From an optimization exercise on the open Yosys and OpenROAD flow, aimed at small area and a short achievable clock period; shortcuts taken in it are not production practice.
Only simulation tests tie the RTL to the original design; equivalence was not proved.

## flow/design.v (module list and top-level ports; edited modules follow where they fit)
// module fa: 4 lines
// module ha: 4 lines
// module mul32lo: 855 lines
// module processing_element: 286 lines
module processing_element (
    input clk,
    input [31:0] PCin,
    input [31:0] instruction,
    input mem_ack,
    input data_Ready,
    input [31:0] AmuxIn,
    input [31:0] BmuxIn,
    input        reset,
    output [31:0] mem_address,
    output reg reg_select,
    output reg mem_read,
    output [4:0] rs1Out,
    output [4:0] rs2Out,
    output [4:0] rdOut,
    output reg rdWrite,
    output reg mem_write,
    output [31:0] result_out,
    output reg read_en,
    output reg [31:0] PCout,
    output reg execution_complete
);
  // ...
==> flow/run.sh <==
#!/bin/bash
# synth_recipe.tcl (not shown) runs the flow's synth.tcl, then flattens the netlist and writes it again
# the make line also repeats each setting of config.mk as NAME=value (left out here)
make -C /OpenROAD-flow-scripts/flow DESIGN_CONFIG=/design/flow/config.mk WORK_HOME=/design/flow/orfs CLKGATE_MAP_FILE= SYNTH_SCRIPT=/design/flow/synth_recipe.tcl finish
==> flow/config.mk <==
export PLATFORM = sky130hd
export DESIGN_NAME = processing_element
export DESIGN_NICKNAME = processing_element
export VERILOG_FILES = /design/flow/design.v
export SDC_FILE = /design/flow/constraint.sdc
export NUM_CORES = 4
export LEC_CHECK = 0
export ABC_AREA = 1
export CAP_MARGIN = 20
export CORE_MARGIN = 2
export CORE_UTILIZATION = 40
export PLACE_DENSITY = 0.6
export SLEW_MARGIN = 20
export SYNTH_HIERARCHICAL = 1
==> flow/constraint.sdc <==
create_clock -name core_clock -period 70.0 [get_ports {clk}]
set_input_delay 14.0000 -clock core_clock [delete_from_list [all_inputs] [get_ports {clk}]]
set_output_delay 14.0000 -clock core_clock [all_outputs]
set_load 0.01 [all_outputs]
==> results.toml, run 1 <==
[critical_path]
worst-path-buf-inv = 8
worstPathMaxFanout = 69
max_stage_delay_ns = 0.69
crit_end = "ALU_Out[0]$_DFF_PP0_"
cp-startpoint = "cST$_DFFE_PP0P_"
start_kind = "flop"
worstSetupPathType = "reg -> reg"
r2r-end = "ALU_Out[0]$_DFF_PP0_"

[yosys]
yosysUniqueCellTypes = 73
synthMuxAreaShare = 0.001449
synth_cells = 3820
synth_simple_gate_area_frac = 0.2112
synthesis.area_um2 = 27640
yosys.cell_count.top_type = "nand2_1"

[final_layout]
clkbuf_count = 19
regArea_um2 = 4738
drive_gt1_frac = 0.06356
multi_input_cells = 2892
final_cell_mix = "nand2_1 (740), inv_1 (436), xor2_1 (292)"

[route]
highest_layer = "met5"
met1_length_um = 59930
drc_errors = 0

[sta]
rsz0062_at_grt = "false"
fin_hold_ws_ns = 0.3574
max_slew_margin = 0.2437
timing.final.crit_share = 0.2655
min_period_ns = 18.59

[grt]
grt_use_met1 = 0.5504
track_usage = 0.4033
grt_most_used_layer = "met2"

[run_status]
outcome = "complete, no violations"

[placement]
dp.cells = 4752
io_buffer_count = 248
hpwlAfterDp_um = 115600
pre_cts_ws_ns = 51.61

[die]
dieArea_um2 = 71220

[min_path]
hp-class = "reg -> reg"
==> module processing_element, before the edit <==
module processing_element (
    input clk,
    input [31:0] PCin,
    input [31:0] instruction,
    input mem_ack,
    input data_Ready,
    input [31:0] AmuxIn,
    input [31:0] BmuxIn,
    input        reset,
    output [31:0] mem_address,
    output reg reg_select,
    output reg mem_read,
    output [4:0] rs1Out,
    output [4:0] rs2Out,
    output [4:0] rdOut,
    output reg rdWrite,
    output reg mem_write,
    output [31:0] result_out,
    output reg read_en,
    output reg [31:0] PCout,
    output reg execution_complete
);
    reg        first;       
    reg        go;          
    reg [31:7] ir;
    reg cLD, cIMM, cOP, cLUI, cST, cBR, cJAL;
    always @(posedge clk or posedge reset) begin
        if (reset) begin
            first <= 1'b1;
            go    <= 1'b0;
            {cLD, cIMM, cOP, cLUI, cST, cBR, cJAL} <= 7'b0;
        end else begin
            first <= 1'b0;
            go    <= ~first;
            if (first) begin
                cLD  <= instruction[6:0] == 7'b0000011;
                cIMM <= instruction[6:0] == 7'b0010011;
                cOP  <= instruction[6:0] == 7'b0110011;
                cLUI <= instruction[6:0] == 7'b0110111;
                cST  <= instruction[6:0] == 7'b0100011;
                cBR  <= instruction[6:0] == 7'b1100011;
                cJAL <= instruction[6:0] == 7'b1101111;
            end
        end
    end
    always @(posedge clk)
        if (first) ir <= instruction[31:7];
    wire [4:0] rd  = ir[11:7];
    wire [2:0] f3  = ir[14:12];
    wire [4:0] rs1 = ir[19:15];
    wire [4:0] rs2 = ir[24:20];
    wire [6:0] f7  = ir[31:25];
    wire shimm = (f3 == 3'b001) || (f3 == 3'b101);
    wire [31:0] imm_i = {{20{ir[31]}}, ir[31:20]};
    wire [31:0] imm_s = {{20{ir[31]}}, ir[31:25], ir[11:7]};
    wire [31:0] imm_b = {{20{ir[31]}}, ir[7], ir[30:25], ir[11:8], 1'b0};
    wire [31:0] imm_u = {ir[31:12], 12'b0};
    wire [31:0] imm_j = {{12{ir[31]}}, ir[19:12], ir[20], ir[30:21], 1'b0};
    wire [31:0] immv = cLUI ? imm_u :
                       cST  ? imm_s :
                       cBR  ? imm_b :
                       cJAL ? imm_j :
                       (cIMM & shimm) ? {27'b0, ir[24:20]} : imm_i;
    reg        drs;         
    reg        acs;         
    reg        brtk;        
    reg        Aen, Ben;
    reg        osA, osB;    
    reg        st_rs2;
    reg [4:0]  ALUsel;
    reg        bimmf;       
    reg        brta;        
    reg [31:0] A, ALU_Out;
    reg        ac;
    reg  [31:0] Breg;
    wire st_nz = |Breg;
    wire ta_nz = cST ? st_nz : brta;
    wire brcond = (f3 == 3'b000) ? ALU_Out[0] :
                  (f3 == 3'b001) ? ~ALU_Out[0] : 1'b0;
    wire taken = cBR & drs & acs & ~ta_nz & brcond;
    reg [4:0] ldop, imop, rrop, stop;
    always @(*) begin
        case (f3)
            3'b000: ldop = 5'b10000;
            3'b001: ldop = 5'b10001;
            3'b100: ldop = 5'b10010;
            3'b101: ldop = 5'b10011;
            default: ldop = 5'b00000;
        endcase
        case (f3)
            3'b000: imop = 5'b00000;
            3'b001: imop = 5'b00100;
            3'b010: imop = 5'b01110;
            3'b011: imop = 5'b01101;
            3'b100: imop = 5'b01010;
            3'b101: imop = (f7 == 7'b0000000) ? 5'b00101 :
                           (f7 == 7'b0100000) ? 5'b01111 : ALUsel;
            3'b110: imop = 5'b01001;
            default: imop = 5'b01000;
        endcase
        case (f3)
            3'b000: rrop = (f7 == 7'b0000000) ? 5'b00000 :
                           (f7 == 7'b0100000) ? 5'b00001 :
                           (f7 == 7'b0000001) ? 5'b00010 : ALUsel;
            3'b001: rrop = 5'b00100;
            3'b010: rrop = 5'b01110;
            3'b011: rrop = 5'b01101;
            3'b100: rrop = 5'b01010;
            3'b101: rrop = (f7 == 7'b0000000) ? 5'b00101 :
                           (f7 == 7'b0100000) ? 5'b01111 : ALUsel;
            3'b110: rrop = 5'b01001;
            default: rrop = 5'b01000;
        endcase
        case (f3)
            3'b000: stop = 5'b10010;
            3'b001: stop = 5'b10011;
            3'b010: stop = 5'b10100;
            default: stop = ALUsel;
        endcase
    end
    always @(posedge clk or posedge reset) begin
        if (reset) begin
            drs <= 0; acs <= 0; brtk <= 0; Aen <= 0; Ben <= 0;
            osA <= 0; osB <= 0; st_rs2 <= 0; ALUsel <= 5'b11111; brta <= 0;
            reg_select <= 0; mem_read <= 0; rdWrite <= 0; mem_write <= 0;
            read_en <= 0; PCout <= 0; execution_complete <= 0;
        end else begin
            drs <= data_Ready;
            acs <= ac;
            brtk <= taken;
            read_en <= ((cLD | cIMM | cOP | cST) & ~drs) | cBR;
            reg_select <= cOP | cBR | (cST & ~drs & ta_nz);
            if (cST & ~drs & ta_nz) st_rs2 <= 1'b1;
            if (cLD) begin
                Aen <= drs & (~acs | mem_ack);
                Ben <= drs & ~acs;
                if (drs) begin
                    osA <= acs & mem_ack & (f3 == 3'b010);
                    ALUsel <= (acs & mem_ack) ? ldop : 5'b00000;
                end
                execution_complete <= drs & acs & mem_ack;
                rdWrite <= drs & acs & mem_ack;
                mem_read <= drs & acs & ~mem_ack;
                PCout <= PCin;
            end
            if (cIMM) begin
                Aen <= drs;
                Ben <= drs;
                if (drs) ALUsel <= imop;
                if (drs & acs) execution_complete <= 1'b1;
                rdWrite <= drs & acs;
            end
            if (cOP) begin
                Aen <= drs;
                Ben <= drs;
                if (drs) ALUsel <= rrop;
                execution_complete <= drs & acs;
                rdWrite <= drs & acs;
                PCout <= PCin;
            end
            if (cLUI) begin
                Aen <= mem_ack;
                Ben <= ~mem_ack;
                osA <= mem_ack;
                osB <= ~mem_ack;
                execution_complete <= mem_ack;
                rdWrite <= mem_ack;
                mem_read <= ~mem_ack;
                PCout <= PCin;
            end
            if (cST) begin
                Aen <= drs ^ ta_nz;
                Ben <= drs & ~ta_nz;
                if (~drs) ALUsel <= 5'b11111;
                else if (~ta_nz) ALUsel <= 5'b00000;
                else ALUsel <= stop;
                execution_complete <= drs & ta_nz & acs;
                if (drs & ta_nz & acs) mem_write <= 1'b1;
                PCout <= PCin;
            end
            if (cBR) begin
                Aen <= ~(~drs & acs & ta_nz);
                Ben <= ~(~drs & acs & ta_nz);
                if (drs) ALUsel <= taken ? 5'b00000 : 5'b00110;
                if (taken) brta <= 1'b1;
                execution_complete <= ~drs & acs & ta_nz;
                PCout <= (~drs & acs & ta_nz) ? ALU_Out : PCin;
            end
            if (cJAL) begin
                Aen <= 1'b1;
                Ben <= 1'b1;
                if (drs) ALUsel <= 5'b00000;
                if (drs & acs) osA <= 1'b1;
                execution_complete <= drs & acs;
                rdWrite <= drs & acs;
                PCout <= (drs & acs) ? ALU_Out : PCin;
            end
        end
    end
    wire apc  = cJAL | brtk;
    wire bimm = ~cOP & ~(cBR & ~brtk);
    always @(posedge clk or posedge reset) begin
        if (reset) begin
            A <= 0;
            Breg <= 0;
            bimmf <= 0;
        end else begin
            if (Aen) A <= apc ? PCin : AmuxIn;
            if (Ben) bimmf <= bimm;
            if (cST) begin
                if (drs & ~st_nz & acs) Breg <= ALU_Out;
            end else if (Ben & ~bimm)
                Breg <= BmuxIn;
        end
    end
    wire [31:0] B = bimmf ? immv : Breg;
    wire opADD = ALUsel == 5'b00000;
    wire opSUB = ALUsel == 5'b00001;
    wire opMUL = ALUsel == 5'b00010;
    wire opSLL = ALUsel == 5'b00100;
    wire opSRL = ALUsel == 5'b00101;
    wire opEQ  = ALUsel == 5'b00110;
    wire opAND = ALUsel == 5'b01000;
    wire opOR  = ALUsel == 5'b01001;
    wire opXOR = ALUsel == 5'b01010;
    wire opSLTU= ALUsel == 5'b01101;
    wire opSLT = ALUsel == 5'b01110;
    wire opSRA = ALUsel == 5'b01111;
    wire opSB  = ALUsel == 5'b10000;
    wire opSH  = ALUsel == 5'b10001;
    wire opZB  = ALUsel == 5'b10010;
    wire opZH  = ALUsel == 5'b10011;
    wire opW   = ALUsel == 5'b10100;
    wire        sub = ~opADD;
    wire [32:0] sum = {1'b0, A} + {1'b0, B ^ {32{sub}}} + {32'b0, sub};
    wire ltu = ~sum[32];
    wire lt  = (A[31] != B[31]) ? A[31] : ltu;
    wire [31:0] xr = A ^ B;
    wire [31:0] an = A & B;
    wire eq = ~|xr;
    wire shR   = opSRL | opSRA;
    wire shift = opSLL | shR;
    wire ext   = opSB | opSH | opZB | opZH | opW;
    wire sraA  = opSRA & B[31];
    wire big   = |B[31:5];
    wire [4:0]  samt = (sraA | ext) ? 5'd0 : B[4:0];
    wire [31:0] oh = 32'b1 << samt;
    wire        zeroY = shift & big & ~sraA;
    reg  [31:0] Arev;
    integer k;
    always @(*) for (k = 0; k < 32; k = k + 1) Arev[k] = A[31-k];
    wire [31:0] X = shR ? Arev : A;
    wire [31:0] Y = opMUL ? B : ((shift | ext) & ~zeroY) ? oh : 32'b0;
    wire [31:0] P;
    mul32lo mul (.x(X), .y(Y), .p(P));
    reg  [31:0] Prev;
    always @(*) for (k = 0; k < 32; k = k + 1) Prev[k] = P[31-k];
    wire fillbit = opSRA ? A[31] : opSB ? A[7] : A[15];
    reg  [31:0] fillmask, pmask;
    always @(*) begin
        for (k = 0; k < 32; k = k + 1) begin
            fillmask[k] = (opSRA & ~B[31] & (big | (k >= 32 - B[4:0]) & (B[4:0] != 0)))
                        | (opSB & (k >= 8)) | (opSH & (k >= 16));
            pmask[k] = opMUL | opSLL | opW | ((opSB | opZB) & (k < 8))
                     | ((opSH | opZH) & (k < 16));
        end
    end
    wire [31:0] alu_y = (pmask & P) | ({32{shR}} & Prev) | ({32{fillbit}} & fillmask)
                      | ({32{opADD | opSUB}} & sum[31:0])
                      | ({32{opXOR | opOR}} & xr) | ({32{opAND | opOR}} & an)
                      | {31'b0, (opEQ & eq) | (opSLTU & ltu) | (opSLT & lt)};
    always @(posedge clk or posedge reset) begin
        if (reset) begin
            ALU_Out <= 0;
            ac <= 0;
        end else begin
            ALU_Out <= alu_y;
            ac <= (ALUsel != 5'b11111);
        end
    end
    assign result_out  = osA ? A : osB ? B : ALU_Out;
    assign mem_address = mem_write ? Breg : 32'b0;
    assign rdOut  = rdWrite ? rd : 5'b0;
    assign rs1Out = (go & (cLD | cIMM | cOP | cST | cBR)) ? rs1 : 5'b0;
    assign rs2Out = ((go & (cOP | cBR)) | st_rs2) ? rs2 : 5'b0;
endmodule
==> run 2: changes to the inputs <==
--- a/flow/design.v
+++ b/flow/design.v
@@ -1,16 +1,171 @@
 module fa (input a, input b, input c, output s, output co);
     assign s = a ^ b ^ c;
     assign co = (a & b) | (a & c) | (b & c);
 endmodule
 module ha (input a, input b, output s, output co);
     assign s = a ^ b;
     assign co = a & b;
 endmodule
+module add32 (input [31:0] a, input [31:0] b, input cin, output [31:0] s, output cout);
+    wire [31:0] p = a ^ b;
+    wire [31:0] g = a & b;
+    wire G0 = g[0] | (p[0] & cin);
+    wire G1 = g[2] | (p[2] & g[1]);
+    wire P1 = p[2] & p[1];
+    wire G2 = g[4] | (p[4] & g[3]);
+    wire P2 = p[4] & p[3];
+    wire G3 = g[6] | (p[6] & g[5]);
+    wire P3 = p[6] & p[5];
+    wire G4 = g[8] | (p[8] & g[7]);
+    wire P4 = p[8] & p[7];
+    wire G5 = g[10] | (p[10] & g[9]);
+    wire P5 = p[10] & p[9];
+    wire G6 = g[12] | (p[12] & g[11]);
+    wire P6 = p[12] & p[11];
+    wire G7 = g[14] | (p[14] & g[13]);
+    wire P7 = p[14] & p[13];
+    wire G8 = g[16] | (p[16] & g[15]);
+    wire P8 = p[16] & p[15];
+    wire G9 = g[18] | (p[18] & g[17]);
+    wire P9 = p[18] & p[17];
+    wire G10 = g[20] | (p[20] & g[19]);
+    wire P10 = p[20] & p[19];
+    wire G11 = g[22] | (p[22] & g[21]);
+    wire P11 = p[22] & p[21];
+    wire G12 = g[24] | (p[24] & g[23]);
+    wire P12 = p[24] & p[23];
+    wire G13 = g[26] | (p[26] & g[25]);
+    wire P13 = p[26] & p[25];
+    wire G14 = g[28] | (p[28] & g[27]);
+    wire P14 = p[28] & p[27];
+    wire G15 = g[30] | (p[30] & g[29]);
+    wire P15 = p[30] & p[29];
+    wire G16 = G1 | (P1 & G0);
+    wire G17 = G3 | (P3 & G2);
+    wire P17 = P3 & P2;
+    wire G18 = G5 | (P5 & G4);
+    wire P18 = P5 & P4;
+    wire G19 = G7 | (P7 & G6);
+    wire P19 = P7 & P6;
+    wire G20 = G9 | (P9 & G8);
+    wire P20 = P9 & P8;
+    wire G21 = G11 | (P11 & G10);
+    wire P21 = P11 & P10;
+    wire G22 = G13 | (P13 & G12);
+    wire P22 = P13 & P12;
+    wire G23 = G15 | (P15 & G14);
+    wire P23 = P15 & P14;
+    wire G24 = G17 | (P17 & G16);
+    wire G25 = G19 | (P19 & G18);
+    wire P25 = P19 & P18;
+    wire G26 = G21 | (P21 & G20);
+    wire P26 = P21 & P20;
+    wire G27 = G23 | (P23 & G22);
+    wire P27 = P23 & P22;
+    wire G28 = G25 | (P25 & G24);
+    wire G29 = G27 | (P27 & G26);
+    wire P29 = P27 & P26;
+    wire G30 = G29 | (P29 & G28);
+    wire G31 = G26 | (P26 & G28);
+    wire G32 = G18 | (P18 & G24);
+    wire G33 = G20 | (P20 & G28);
+    wire G34 = G22 | (P22 & G31);
+    wire G35 = G2 | (P2 & G16);
+    wire G36 = G4 | (P4 & G24);
+    wire G37 = G6 | (P6 & G32);
+    wire G38 = G8 | (P8 & G28);
+    wire G39 = G10 | (P10 & G33);
+    wire G40 = G12 | (P12 & G31);
+    wire G41 = G14 | (P14 & G34);
+    wire G42 = g[1] | (p[1] & G0);
+    wire G43 = g[3] | (p[3] & G16);
+    wire G44 = g[5] | (p[5] & G35);
+    wire G45 = g[7] | (p[7] & G24);
+    wire G46 = g[9] | (p[9] & G36);
+    wire G47 = g[11] | (p[11] & G32);
+    wire G48 = g[13] | (p[13] & G37);
+    wire G49 = g[15] | (p[15] & G28);
+    wire G50 = g[17] | (p[17] & G38);
+    wire G51 = g[19] | (p[19] & G33);
+    wire G52 = g[21] | (p[21] & G39);
+    wire G53 = g[23] | (p[23] & G31);
+    wire G54 = g[25] | (p[25] & G40);
+    wire G55 = g[27] | (p[27] & G34);
+    wire G56 = g[29] | (p[29] & G41);
+    wire G57 = g[31] | (p[31] & G30);
+    assign s = {p[31] ^ G30, p[30] ^ G56, p[29] ^ G41, p[28] ^ G55, p[27] ^ G34, p[26] ^ G54, p[25] ^ G40, p[24] ^ G53, p[23] ^ G31, p[22] ^ G52, p[21] ^ G39, p[20] ^ G51, p[19] ^ G33, p[18] ^ G50, p[17] ^ G38, p[16] ^ G49, p[15] ^ G28, p[14] ^ G48, p[13] ^ G37, p[12] ^ G47, p[11] ^ G32, p[10] ^ G46, p[9] ^ G36, p[8] ^ G45, p[7] ^ G24, p[6] ^ G44, p[5] ^ G35, p[4] ^ G43, p[3] ^ G16, p[2] ^ G42, p[1] ^ G0, p[0] ^ cin};
+    assign cout = G57;
+endmodule
+module alu32 (
+    input  [31:0] A,
+    input  [31:0] B,
+    input  [31:0] Bm,      
+    input  [4:0]  sel,
+    output [31:0] y
+);
+    wire opADD = sel == 5'b00000;
+    wire opSUB = sel == 5'b00001;
+    wire opMUL = sel == 5'b00010;
+    wire opSLL = sel == 5'b00100;
+    wire opSRL = sel == 5'b00101;
+    wire opEQ  = sel == 5'b00110;
+    wire opAND = sel == 5'b01000;
+    wire opOR  = sel == 5'b01001;
+    wire opXOR = sel == 5'b01010;
+    wire opSLTU= sel == 5'b01101;
+    wire opSLT = sel == 5'b01110;
+    wire opSRA = sel == 5'b01111;
+    wire opSB  = sel == 5'b10000;
+    wire opSH  = sel == 5'b10001;
+    wire opZB  = sel == 5'b10010;
+    wire opZH  = sel == 5'b10011;
+    wire opW   = sel == 5'b10100;
+    wire [31:0] sum;
+    wire        cout;
+    wire        sub = ~opADD;
+    add32 add (.a(A), .b(B ^ {32{sub}}), .cin(sub), .s(sum), .cout(cout));
+    wire ltu = ~cout;
+    wire lt  = (A[31] != B[31]) ? A[31] : ltu;
+    wire [31:0] xr = A ^ B;
+    wire [31:0] an = A & B;
+    wire eq = ~|xr;
+    wire shR   = opSRL | opSRA;
+    wire shift = opSLL | shR;
+    wire ext   = opSB | opSH | opZB | opZH | opW;
+    wire sraA  = opSRA & B[31];
+    wire big   = |B[31:5];
+    wire [4:0]  samt = (sraA | ext) ? 5'd0 : B[4:0];
+    wire [31:0] oh = 32'b1 << samt;
+    wire        zeroY = shift & big & ~sraA;
+    reg  [31:0] Arev;
+    integer k;
+    always @(*) for (k = 0; k < 32; k = k + 1) Arev[k] = A[31-k];
+    wire [31:0] X = shR ? Arev : A;
+    wire [31:0] Y = opMUL ? Bm : ((shift | ext) & ~zeroY) ? oh : 32'b0;
+    wire [31:0] P;
+    mul32lo mul (.x(X), .y(Y), .p(P));
+    reg  [31:0] Prev;
+    always @(*) for (k = 0; k < 32; k = k + 1) Prev[k] = P[31-k];
+    wire fillbit = opSRA ? A[31] : opSB ? A[7] : A[15];
+    reg  [31:0] fillmask, pmask;
+    always @(*) begin
+        for (k = 0; k < 32; k = k + 1) begin
+            fillmask[k] = (opSRA & ~B[31] & (big | (k >= 32 - B[4:0]) & (B[4:0] != 0)))
+                        | (opSB & (k >= 8)) | (opSH & (k >= 16));
+            pmask[k] = opMUL | opSLL | opW | ((opSB | opZB) & (k < 8))
+                     | ((opSH | opZH) & (k < 16));
+        end
+    end
+    assign y = (pmask & P) | ({32{shR}} & Prev) | ({32{fillbit}} & fillmask)
+             | ({32{opADD | opSUB}} & sum)
+             | ({32{opXOR | opOR}} & xr) | ({32{opAND | opOR}} & an)
+             | {31'b0, (opEQ & eq) | (opSLTU & ltu) | (opSLT & lt)};
+endmodule
 module mul32lo (
     input  [31:0] x,
     input  [31:0] y,
     output [31:0] p
 );
     wire one0 = y[0] ^ 1'b0;
     wire two0 = (y[1] & ~y[0] & ~1'b0) | (~y[1] & y[0] & 1'b0);
     wire neg0 = y[1];
@@ -791,80 +946,22 @@
     fa uw457 (.a(w333), .b(w398), .c(w397), .s(w457), .co(w458));
     wire w459, w460;
     fa uw459 (.a(w337), .b(w400), .c(w399), .s(w459), .co(w460));
     wire w461, w462;
     fa uw461 (.a(w341), .b(w402), .c(w401), .s(w461), .co(w462));
     wire w463, w464;
     fa uw463 (.a(w345), .b(w404), .c(w403), .s(w463), .co(w464));
     wire w465 = w349 ^ w406 ^ w405;
-    wire w466, w467;
-    ha uw466 (.a(pp0_0), .b(neg0), .s(w466), .co(w467));
-    wire w468, w469;
-    ha uw468 (.a(pp0_1), .b(w467), .s(w468), .co(w469));
-    wire w470, w471;
-    fa uw470 (.a(neg1), .b(w407), .c(w469), .s(w470), .co(w471));
-    wire w472, w473;
-    fa uw472 (.a(w409), .b(w408), .c(w471), .s(w472), .co(w473));
-    wire w474, w475;
-    fa uw474 (.a(w411), .b(w410), .c(w473), .s(w474), .co(w475));
-    wire w476, w477;
-    fa uw476 (.a(w413), .b(w412), .c(w475), .s(w476), .co(w477));
-    wire w478, w479;
-    fa uw478 (.a(w415), .b(w414), .c(w477), .s(w478), .co(w479));
-    wire w480, w481;
-    fa uw480 (.a(w417), .b(w416), .c(w479), .s(w480), .co(w481));
-    wire w482, w483;
-    fa uw482 (.a(w419), .b(w418), .c(w481), .s(w482), .co(w483));
-    wire w484, w485;
-    fa uw484 (.a(w421), .b(w420), .c(w483), .s(w484), .co(w485));
-    wire w486, w487;
-    fa uw486 (.a(w423), .b(w422), .c(w485), .s(w486), .co(w487));
-    wire w488, w489;
-    fa uw488 (.a(w425), .b(w424), .c(w487), .s(w488), .co(w489));
-    wire w490, w491;
-    fa uw490 (.a(w427), .b(w426), .c(w489), .s(w490), .co(w491));
-    wire w492, w493;
-    fa uw492 (.a(w429), .b(w428), .c(w491), .s(w492), .co(w493));
-    wire w494, w495;
-    fa uw494 (.a(w431), .b(w430), .c(w493), .s(w494), .co(w495));
-    wire w496, w497;
-    fa uw496 (.a(w433), .b(w432), .c(w495), .s(w496), .co(w497));
-    wire w498, w499;
-    fa uw498 (.a(w435), .b(w434), .c(w497), .s(w498), .co(w499));
-    wire w500, w501;
-    fa uw500 (.a(w437), .b(w436), .c(w499), .s(w500), .co(w501));
-    wire w502, w503;
-    fa uw502 (.a(w439), .b(w438), .c(w501), .s(w502), .co(w503));
-    wire w504, w505;
-    fa uw504 (.a(w441), .b(w440), .c(w503), .s(w504), .co(w505));
-    wire w506, w507;
-    fa uw506 (.a(w443), .b(w442), .c(w505), .s(w506), .co(w507));
-    wire w508, w509;
-    fa uw508 (.a(w445), .b(w444), .c(w507), .s(w508), .co(w509));
-    wire w510, w511;
-    fa uw510 (.a(w447), .b(w446), .c(w509), .s(w510), .co(w511));
-    wire w512, w513;
-    fa uw512 (.a(w449), .b(w448), .c(w511), .s(w512), .co(w513));
-    wire w514, w515;
-    fa uw514 (.a(w451), .b(w450), .c(w513), .s(w514), .co(w515));
-    wire w516, w517;
-    fa uw516 (.a(w453), .b(w452), .c(w515), .s(w516), .co(w517));
-    wire w518, w519;
-    fa uw518 (.a(w455), .b(w454), .c(w517), .s(w518), .co(w519));
-    wire w520, w521;
-    fa uw520 (.a(w457), .b(w456), .c(w519), .s(w520), .co(w521));
-    wire w522, w523;
-    fa uw522 (.a(w459), .b(w458), .c(w521), .s(w522), .co(w523));
-    wire w524, w525;
-    fa uw524 (.a(w461), .b(w460), .c(w523), .s(w524), .co(w525));
-    wire w526, w527;
-    fa uw526 (.a(w463), .b(w462), .c(w525), .s(w526), .co(w527));
-    wire w528 = w465 ^ w464 ^ w527;
-    assign p = {w528, w526, w524, w522, w520, w518, w516, w514, w512, w510, w508, w506, w504, w502, w500, w498, w496, w494, w492, w490, w488, w486, w484, w482, w480, w478, w476, w474, w472, w470, w468, w466};
+    wire [31:0] ra = {w465, w463, w461, w459, w457, w455, w453, w451, w449, w447, w445, w443, w441, w439, w437, w435, w433, w431, w429, w427, w425, w423, w421, w419, w417, w415, w413, w411, w409, neg1, pp0_1, pp0_0};
+    wire [31:0] rb = {w464, w462, w460, w458, w456, w454, w452, w450, w448, w446, w444, w442, w440, w438, w436, w434, w432, w430, w428, w426, w424, w422, w420, w418, w416, w414, w412, w410, w408, w407, 1'b0, neg0};
+    wire [31:0] rs;
+    wire rco;
+    add32 fin (.a(ra), .b(rb), .cin(1'b0), .s(rs), .cout(rco));
+    assign p = rs;
 endmodule
 module processing_element (
     input clk,
     input [31:0] PCin,
     input [31:0] instruction,
     input mem_ack,
     input data_Ready,
     input [31:0] AmuxIn,
@@ -878,74 +975,69 @@
     output [4:0] rdOut,
     output reg rdWrite,
     output reg mem_write,
     output [31:0] result_out,
     output reg read_en,
     output reg [31:0] PCout,
     output reg execution_complete
 );
-    reg        first;       
-    reg        go;          
+    reg first;
+    always @(posedge clk or posedge reset)
+        if (reset) first <= 1'b1;
+        else       first <= 1'b0;
     reg [31:7] ir;
     reg cLD, cIMM, cOP, cLUI, cST, cBR, cJAL;
-    always @(posedge clk or posedge reset) begin
-        if (reset) begin
-            first <= 1'b1;
-            go    <= 1'b0;
-            {cLD, cIMM, cOP, cLUI, cST, cBR, cJAL} <= 7'b0;
-        end else begin
-            first <= 1'b0;
-            go    <= ~first;
-            if (first) begin
-                cLD  <= instruction[6:0] == 7'b0000011;
-                cIMM <= instruction[6:0] == 7'b0010011;
-                cOP  <= instruction[6:0] == 7'b0110011;
-                cLUI <= instruction[6:0] == 7'b0110111;
-                cST  <= instruction[6:0] == 7'b0100011;
-                cBR  <= instruction[6:0] == 7'b1100011;
-                cJAL <= instruction[6:0] == 7'b1101111;
-            end
-        end
-    end
     always @(posedge clk)
-        if (first) ir <= instruction[31:7];
+        if (first) begin
+            ir   <= instruction[31:7];
+            cLD  <= instruction[6:0] == 7'b0000011;
+            cIMM <= instruction[6:0] == 7'b0010011;
+            cOP  <= instruction[6:0] == 7'b0110011;
+            cLUI <= instruction[6:0] == 7'b0110111;
+            cST  <= instruction[6:0] == 7'b0100011;
+            cBR  <= instruction[6:0] == 7'b1100011;
+            cJAL <= instruction[6:0] == 7'b1101111;
+        end
     wire [4:0] rd  = ir[11:7];
     wire [2:0] f3  = ir[14:12];
     wire [4:0] rs1 = ir[19:15];
     wire [4:0] rs2 = ir[24:20];
     wire [6:0] f7  = ir[31:25];
     wire shimm = (f3 == 3'b001) || (f3 == 3'b101);
     wire [31:0] imm_i = {{20{ir[31]}}, ir[31:20]};
     wire [31:0] imm_s = {{20{ir[31]}}, ir[31:25], ir[11:7]};
     wire [31:0] imm_b = {{20{ir[31]}}, ir[7], ir[30:25], ir[11:8], 1'b0};
     wire [31:0] imm_u = {ir[31:12], 12'b0};
     wire [31:0] imm_j = {{12{ir[31]}}, ir[19:12], ir[20], ir[30:21], 1'b0};
     wire [31:0] immv = cLUI ? imm_u :
                        cST  ? imm_s :
                        cBR  ? imm_b :
                        cJAL ? imm_j :
                        (cIMM & shimm) ? {27'b0, ir[24:20]} : imm_i;
+    reg        go;          
     reg        drs;         
+    reg        ac;          
     reg        acs;         
     reg        brtk;        
+    reg        brta;        
     reg        Aen, Ben;
-    reg        osA, osB;    
-    reg        st_rs2;
-    reg [4:0]  ALUsel;
     reg        bimmf;       
-    reg        brta;        
-    reg [31:0] A, ALU_Out;
-    reg        ac;
-    reg  [31:0] Breg;
+    reg        osA;         
+    reg        rs1en, rs2en;
+    reg [4:0]  ALUsel;
+    reg [31:0] A;
+    reg [31:0] Breg;
+    reg [31:0] R;           
+    wire [31:0] B = bimmf ? immv : Breg;
     wire st_nz = |Breg;
     wire ta_nz = cST ? st_nz : brta;
-    wire brcond = (f3 == 3'b000) ? ALU_Out[0] :
-                  (f3 == 3'b001) ? ~ALU_Out[0] : 1'b0;
-    wire taken = cBR & drs & acs & ~ta_nz & brcond;
+    wire brcond = (f3 == 3'b000) ? R[0] :
+                  (f3 == 3'b001) ? ~R[0] : 1'b0;
+    wire taken = cBR & drs & acs & ~brta & brcond;
     reg [4:0] ldop, imop, rrop, stop;
     always @(*) begin
         case (f3)
             3'b000: ldop = 5'b10000;
             3'b001: ldop = 5'b10001;
             3'b100: ldop = 5'b10010;
             3'b101: ldop = 5'b10011;
             default: ldop = 5'b00000;
@@ -976,174 +1068,132 @@
         endcase
         case (f3)
             3'b000: stop = 5'b10010;
             3'b001: stop = 5'b10011;
             3'b010: stop = 5'b10100;
             default: stop = ALUsel;
         endcase
     end
-    always @(posedge clk or posedge reset) begin
-        if (reset) begin
-            drs <= 0; acs <= 0; brtk <= 0; Aen <= 0; Ben <= 0;
-            osA <= 0; osB <= 0; st_rs2 <= 0; ALUsel <= 5'b11111; brta <= 0;
-            reg_select <= 0; mem_read <= 0; rdWrite <= 0; mem_write <= 0;
-            read_en <= 0; PCout <= 0; execution_complete <= 0;
-        end else begin
-            drs <= data_Ready;
-            acs <= ac;
-            brtk <= taken;
-            read_en <= ((cLD | cIMM | cOP | cST) & ~drs) | cBR;
-            reg_select <= cOP | cBR | (cST & ~drs & ta_nz);
-            if (cST & ~drs & ta_nz) st_rs2 <= 1'b1;
-            if (cLD) begin
-                Aen <= drs & (~acs | mem_ack);
-                Ben <= drs & ~acs;
-                if (drs) begin
-                    osA <= acs & mem_ack & (f3 == 3'b010);
-                    ALUsel <= (acs & mem_ack) ? ldop : 5'b00000;
-                end
-                execution_complete <= drs & acs & mem_ack;
-                rdWrite <= drs & acs & mem_ack;
-                mem_read <= drs & acs & ~mem_ack;
-                PCout <= PCin;
-            end
-            if (cIMM) begin
-                Aen <= drs;
-                Ben <= drs;
-                if (drs) ALUsel <= imop;
-                if (drs & acs) execution_complete <= 1'b1;
-                rdWrite <= drs & acs;
-            end
-            if (cOP) begin
-                Aen <= drs;
-                Ben <= drs;
-                if (drs) ALUsel <= rrop;
-                execution_complete <= drs & acs;
-                rdWrite <= drs & acs;
-                PCout <= PCin;
-            end
-            if (cLUI) begin
-                Aen <= mem_ack;
-                Ben <= ~mem_ack;
-                osA <= mem_ack;
-                osB <= ~mem_ack;
-                execution_complete <= mem_ack;
-                rdWrite <= mem_ack;
-                mem_read <= ~mem_ack;
-                PCout <= PCin;
-            end
-            if (cST) begin
-                Aen <= drs ^ ta_nz;
-                Ben <= drs & ~ta_nz;
-                if (~drs) ALUsel <= 5'b11111;
-                else if (~ta_nz) ALUsel <= 5'b00000;
-                else ALUsel <= stop;
-                execution_complete <= drs & ta_nz & acs;
-                if (drs & ta_nz & acs) mem_write <= 1'b1;
-                PCout <= PCin;
-            end
-            if (cBR) begin
-                Aen <= ~(~drs & acs & ta_nz);
-                Ben <= ~(~drs & acs & ta_nz);
-                if (drs) ALUsel <= taken ? 5'b00000 : 5'b00110;
-                if (taken) brta <= 1'b1;
-                execution_complete <= ~drs & acs & ta_nz;
-                PCout <= (~drs & acs & ta_nz) ? ALU_Out : PCin;
-            end
-            if (cJAL) begin
-                Aen <= 1'b1;
-                Ben <= 1'b1;
-                if (drs) ALUsel <= 5'b00000;
-                if (drs & acs) osA <= 1'b1;
-                execution_complete <= drs & acs;
-                rdWrite <= drs & acs;
-                PCout <= (drs & acs) ? ALU_Out : PCin;
+    wire [31:0] alu_y;
+    alu32 alu (.A(A), .B(B), .Bm(Breg), .sel(ALUsel), .y(alu_y));
+    reg        n_Aen, n_Ben, n_osA, n_rdWrite, n_mem_read, n_exec;
+    reg [4:0]  n_ALUsel;
+    reg [1:0]  pcsel;       
+    always @(*) begin
+        n_Aen = Aen; n_Ben = Ben; n_osA = osA; n_ALUsel = ALUsel;
+        n_rdWrite = rdWrite; n_mem_read = mem_read; n_exec = execution_complete;
+        pcsel = 2'd0;
+        if (cLD) begin
+            n_Aen = drs & (~acs | mem_ack);
+            n_Ben = drs & ~acs;
+            if (drs) begin
+                n_osA = acs & mem_ack & (f3 == 3'b010);
+                n_ALUsel = (acs & mem_ack) ? ldop : 5'b00000;
             end
+            n_exec = drs & acs & mem_ack;
+            n_rdWrite = drs & acs & mem_ack;
+            n_mem_read = drs & acs & ~mem_ack;
+            pcsel = 2'd1;
+        end
+        if (cIMM) begin
+            n_Aen = drs;
+            n_Ben = drs;
+            if (drs) n_ALUsel = imop;
+            if (drs & acs) n_exec = 1'b1;
+            n_rdWrite = drs & acs;
+        end
+        if (cOP) begin
+            n_Aen = drs;
+            n_Ben = drs;
+            if (drs) n_ALUsel = rrop;
+            n_exec = drs & acs;
+            n_rdWrite = drs & acs;
+            pcsel = 2'd1;
+        end
+        if (cLUI) begin
+            n_Aen = mem_ack;
+            n_Ben = ~mem_ack;
+            n_osA = mem_ack;
+            n_exec = mem_ack;
+            n_rdWrite = mem_ack;
+            n_mem_read = ~mem_ack;
+            pcsel = 2'd1;
+        end
+        if (cST) begin
+            n_Aen = drs ^ ta_nz;
+            n_Ben = drs & ~ta_nz;
+            if (~drs) n_ALUsel = 5'b11111;
+            else if (~ta_nz) n_ALUsel = 5'b00000;
+            else n_ALUsel = stop;
+            n_exec = drs & ta_nz & acs;
+            pcsel = 2'd1;
+        end
+        if (cBR) begin
+            n_Aen = ~(~drs & acs & ta_nz);
+            n_Ben = ~(~drs & acs & ta_nz);
+            if (drs) n_ALUsel = taken ? 5'b00000 : 5'b00110;
+            n_exec = ~drs & acs & ta_nz;
+            pcsel = (~drs & acs & ta_nz) ? 2'd2 : 2'd1;
+        end
+        if (cJAL) begin
+            n_Aen = 1'b1;
+            n_Ben = 1'b1;
+            if (drs) n_ALUsel = 5'b00000;
+            if (drs & acs) n_osA = 1'b1;
+            n_exec = drs & acs;
+            n_rdWrite = drs & acs;
+            pcsel = (drs & acs) ? 2'd3 : 2'd1;
         end
     end
     wire apc  = cJAL | brtk;
     wire bimm = ~cOP & ~(cBR & ~brtk);
-    always @(posedge clk or posedge reset) begin
-        if (reset) begin
-            A <= 0;
-            Breg <= 0;
-            bimmf <= 0;
+    wire [31:0] n_A = Aen ? (apc ? PCin : AmuxIn) : A;
+    wire osBI = cLUI & ~mem_ack & (bimmf | Ben);
+    always @(posedge clk) begin
+        drs <= data_Ready;
+        acs <= ac;
+        go  <= ~first;
+        ac  <= ~first & (ALUsel != 5'b11111);
+        R   <= (~first & n_osA) ? n_A : (({32{~first & osBI}} & imm_u) | alu_y);
+        if (first) begin
+            brtk <= 0; brta <= 0; Aen <= 0; Ben <= 0; bimmf <= 0; osA <= 0;
+            rs1en <= 0; rs2en <= 0; ALUsel <= 5'b11111;
+            reg_select <= 0; mem_read <= 0; rdWrite <= 0; mem_write <= 0;
+            read_en <= 0; execution_complete <= 0;
+            A <= 0; Breg <= 0; PCout <= 0;
         end else begin
-            if (Aen) A <= apc ? PCin : AmuxIn;
+            brtk <= taken;
+            if (taken) brta <= 1'b1;
+            Aen <= n_Aen;
+            Ben <= n_Ben;
             if (Ben) bimmf <= bimm;
+            osA <= n_osA;
+            rs1en <= cLD | cIMM | cOP | cST | cBR;
+            if ((cOP | cBR) | (cST & ~drs & ta_nz)) rs2en <= 1'b1;
+            ALUsel <= n_ALUsel;
+            reg_select <= cOP | cBR | (cST & ~drs & ta_nz);
+            mem_read <= n_mem_read;
+            rdWrite <= n_rdWrite;
+            if (cST & drs & ta_nz & acs) mem_write <= 1'b1;
+            read_en <= ((cLD | cIMM | cOP | cST) & ~drs) | cBR;
+            execution_complete <= n_exec;
+            A <= n_A;
             if (cST) begin
-                if (drs & ~st_nz & acs) Breg <= ALU_Out;
-            end else if (Ben & ~bimm)
+                if (drs & ~st_nz & acs) Breg <= R;
+            end else if (cJAL)
+                Breg <= alu_y;
+            else if (Ben & ~bimm)
                 Breg <= BmuxIn;
+            case (pcsel)
+                2'd0: PCout <= 32'b0;
+                2'd1: PCout <= PCin;
+                2'd2: PCout <= R;
+                default: PCout <= Breg;
+            endcase
         end
     end
-    wire [31:0] B = bimmf ? immv : Breg;
-    wire opADD = ALUsel == 5'b00000;
-    wire opSUB = ALUsel == 5'b00001;
-    wire opMUL = ALUsel == 5'b00010;
-    wire opSLL = ALUsel == 5'b00100;
-    wire opSRL = ALUsel == 5'b00101;
-    wire opEQ  = ALUsel == 5'b00110;
-    wire opAND = ALUsel == 5'b01000;
-    wire opOR  = ALUsel == 5'b01001;
-    wire opXOR = ALUsel == 5'b01010;
-    wire opSLTU= ALUsel == 5'b01101;
-    wire opSLT = ALUsel == 5'b01110;
-    wire opSRA = ALUsel == 5'b01111;
-    wire opSB  = ALUsel == 5'b10000;
-    wire opSH  = ALUsel == 5'b10001;
-    wire opZB  = ALUsel == 5'b10010;
-    wire opZH  = ALUsel == 5'b10011;
-    wire opW   = ALUsel == 5'b10100;
-    wire        sub = ~opADD;
-    wire [32:0] sum = {1'b0, A} + {1'b0, B ^ {32{sub}}} + {32'b0, sub};
-    wire ltu = ~sum[32];
-    wire lt  = (A[31] != B[31]) ? A[31] : ltu;
-    wire [31:0] xr = A ^ B;
-    wire [31:0] an = A & B;
-    wire eq = ~|xr;
-    wire shR   = opSRL | opSRA;
-    wire shift = opSLL | shR;
-    wire ext   = opSB | opSH | opZB | opZH | opW;
-    wire sraA  = opSRA & B[31];
-    wire big   = |B[31:5];
-    wire [4:0]  samt = (sraA | ext) ? 5'd0 : B[4:0];
-    wire [31:0] oh = 32'b1 << samt;
-    wire        zeroY = shift & big & ~sraA;
-    reg  [31:0] Arev;
-    integer k;
-    always @(*) for (k = 0; k < 32; k = k + 1) Arev[k] = A[31-k];
-    wire [31:0] X = shR ? Arev : A;
-    wire [31:0] Y = opMUL ? B : ((shift | ext) & ~zeroY) ? oh : 32'b0;
-    wire [31:0] P;
-    mul32lo mul (.x(X), .y(Y), .p(P));
-    reg  [31:0] Prev;
-    always @(*) for (k = 0; k < 32; k = k + 1) Prev[k] = P[31-k];
-    wire fillbit = opSRA ? A[31] : opSB ? A[7] : A[15];
-    reg  [31:0] fillmask, pmask;
-    always @(*) begin
-        for (k = 0; k < 32; k = k + 1) begin
-            fillmask[k] = (opSRA & ~B[31] & (big | (k >= 32 - B[4:0]) & (B[4:0] != 0)))
-                        | (opSB & (k >= 8)) | (opSH & (k >= 16));
-            pmask[k] = opMUL | opSLL | opW | ((opSB | opZB) & (k < 8))
-                     | ((opSH | opZH) & (k < 16));
-        end
-    end
-    wire [31:0] alu_y = (pmask & P) | ({32{shR}} & Prev) | ({32{fillbit}} & fillmask)
-                      | ({32{opADD | opSUB}} & sum[31:0])
-                      | ({32{opXOR | opOR}} & xr) | ({32{opAND | opOR}} & an)
-                      | {31'b0, (opEQ & eq) | (opSLTU & ltu) | (opSLT & lt)};
-    always @(posedge clk or posedge reset) begin
-        if (reset) begin
-            ALU_Out <= 0;
-            ac <= 0;
-        end else begin
-            ALU_Out <= alu_y;
-            ac <= (ALUsel != 5'b11111);
-        end
-    end
-    assign result_out  = osA ? A : osB ? B : ALU_Out;
+    assign result_out  = R;
     assign mem_address = mem_write ? Breg : 32'b0;
     assign rdOut  = rdWrite ? rd : 5'b0;
-    assign rs1Out = (go & (cLD | cIMM | cOP | cST | cBR)) ? rs1 : 5'b0;
-    assign rs2Out = ((go & (cOP | cBR)) | st_rs2) ? rs2 : 5'b0;
+    assign rs1Out = rs1en ? rs1 : 5'b0;
+    assign rs2Out = rs2en ? rs2 : 5'b0;
 endmodule
==> run 2 against run 1 <==
Against the previous run: worst hold slack lost 0.026 ns; via count decreased by 4.6%; area after synthesis decreased by 2.7%; cell count fell by 0.38%; flip-flop and latch count fell by 1.
==> results.toml, run 2 <==
[clocking]
tritoncts.num_buffers = 17
cts_root_buf = "clkbuf_16"
numClockSinks = 183
clk_latency_ns = 0.48
cts_hold_buf = 0
cts.path.max_buffers = 2
cts_setup_buffers = 0
path_clk_slew_ns = 0.08
post_cts_resized = 0
cts_tree = "done"
htree_levels = 4

[placement]
io_buffer_count = 248
pre_cts_ws_ns = 53.61
hpwlAfterDp_um = 93830
gp_congestion = 1.009
dp.cells = 4731

[grt]
track_usage = 0.3470
grt_pass1_vias = 26741
grt_pass1_wl_um = 179400
grt_max_degree = 69
antenna_found_initial = 7
overflow = 0

[final_layout]
final_common_cell = "nand2_1"
drive_gt1_frac = 0.06684
final_cell_mix = "nand2_1 (819), inv_1 (408), xor2_1 (300)"
stdcell_count = 4769
regArea_um2 = 3996
fillers = 7001
multiInputGateArea_um2 = 20150
final_nets = 4367
syn2layout_area_growth_pct = 13.20

[sta]
clock.fmax_mhz = 62.67
setup_viol = 0
layout_setup_ws_ns = 54.04
fin_hold_ws_ns = 0.3314
timing.final.crit_share = 0.2280
worst_pin_slew_ns = 1.093
rsz0062_at_grt = "false"
fin_tns_setup_ns = 0
min_period_ns = 15.96
max_slew_margin = 0.2688
slew_violations = 0
hold_viol_final = 0
clock_skew_ns = 0.02046

[critical_path]
worstSetupPathType = "reg -> out"
cp.required_ns = 56.00
worstPathMaxFanout = 34
cp_data_arrival_time_ns = 1.96
crit_slowest_cell = "dfxtp_2"
path_cells = "nand2_1, inv_1, clkdlybuf4s50_1"
end_kind = "primary output"
max_stage_delay_ns = 0.74
start_kind = "flop"

[route]
first_pass_iters = 7
vias_per_cell = 5.871
ant_nets = 0
avgRoutedWirePerCell_um = 25.74
routed_wl_um = 122800
drc_errors = 0
num_vias = 27998
drtIter0Drc = 3392

[run]
cap_viol_max_count = 0

[die]
top_level_ports = 249
dieArea_um2 = 69360
core_um2 = 66920
die_w_um = 263.4
rows = 95
die_y_um = 263.4
initial_core_util = 0.4021

[yosys]
syn_area_per_cell_um2 = 7.088
synth_cells = 3796
synth-warning-count = 8
synthesis.area_um2 = 26910

[min_path]
hp-class = "reg -> reg"

[run_status]
outcome = "complete, no violations"
## run 2: routing by layer
layer,vias up,track usage,routed length [µm]
li1,12603,-,-
met1,13438,0.4404,47610
met2,1628,0.5674,56620
met3,329,0.05285,10820
met4,0,0.1889,7707
met5,-,0,0
## run 2: area by class of cell
cell class | instances | area share
multi-input combinational | 2915 | 0.6616
sequential | 183 | 0.1312
timing repair buffer | 299 | 0.09408
inverter | 461 | 0.05690
tap | 873 | 0.03586
clock buffer | 18 | 0.01409
clock inverter | 14 | 0.005792
antenna | 6 | 0.0004930
## run 2: final timing paths
path                       cells past startpoint                    from                   end  slack (ns)
min reg2reg                                    0              ac$_DFF_P_           acs$_DFF_P_        0.33
max                                            3  mem_write$_SDFFE_PP0P_       mem_address[13]       54.04
min                                            0              ac$_DFF_P_           acs$_DFF_P_        0.33
min in group asynchronous                      2                   reset       first$_DFF_PP1_       13.82
max reg2reg                                   42          cJAL$_DFFE_PP_  Breg[0]$_SDFFE_PP0P_       57.51
max in group asynchronous                      2                   reset       first$_DFF_PP1_       56.16
## run 2: metrics by stage
stage	instance area, µm²	util
detailed placement	29820	0.4456
CTS	30430	0.4547
global placement	29820	0.4456
finish	30460	0.4551
floorplan	26910	-
global route	30460	0.4551
## run 2: worst max-delay path: cells and delay by family (launching register included)
kind	cells	cell delay, ns
DFF	1	0.74
and+or+nand+nor	1	0.12
buffers and inverters	2	0.61

==> re-timing with driven ports <==
No port has a modelled driver above. Below, the same layouts with a new extraction and two added sets of constraints.
Step 1 (the two cells are an assumption about what drives the block):
set clk [get_ports {clk}]
set_driving_cell -lib_cell sky130_fd_sc_hd__clkbuf_16 $clk
set_driving_cell -lib_cell sky130_fd_sc_hd__buf_2 [delete_from_list [all_inputs] $clk]
Step 2 also shifts input and output timing later by t, the mid clock arrival at the registers, as if the neighbouring blocks saw the same clock.
Slacks: ideal / step 1 / step 2; pairs: ideal / step 1.
run | t (ns) | setup WS [ns] | hold slack, ns | worst slew at a driven data input, ns
run 1 | 0.556 | 51.414 / 51.414 / 51.414 | 0.357 / 0.357 / 0.357 | 0.09
run 2 | 0.530 | 54.043 / 53.982 / 53.817 | 0.331 / 0.331 / 0.331 | 0.10
After both steps setup and hold are still met in every run listed. The setup slack of run 2, which loses most, moves by -0.061 ns with the drivers and by -0.226 ns with both steps.
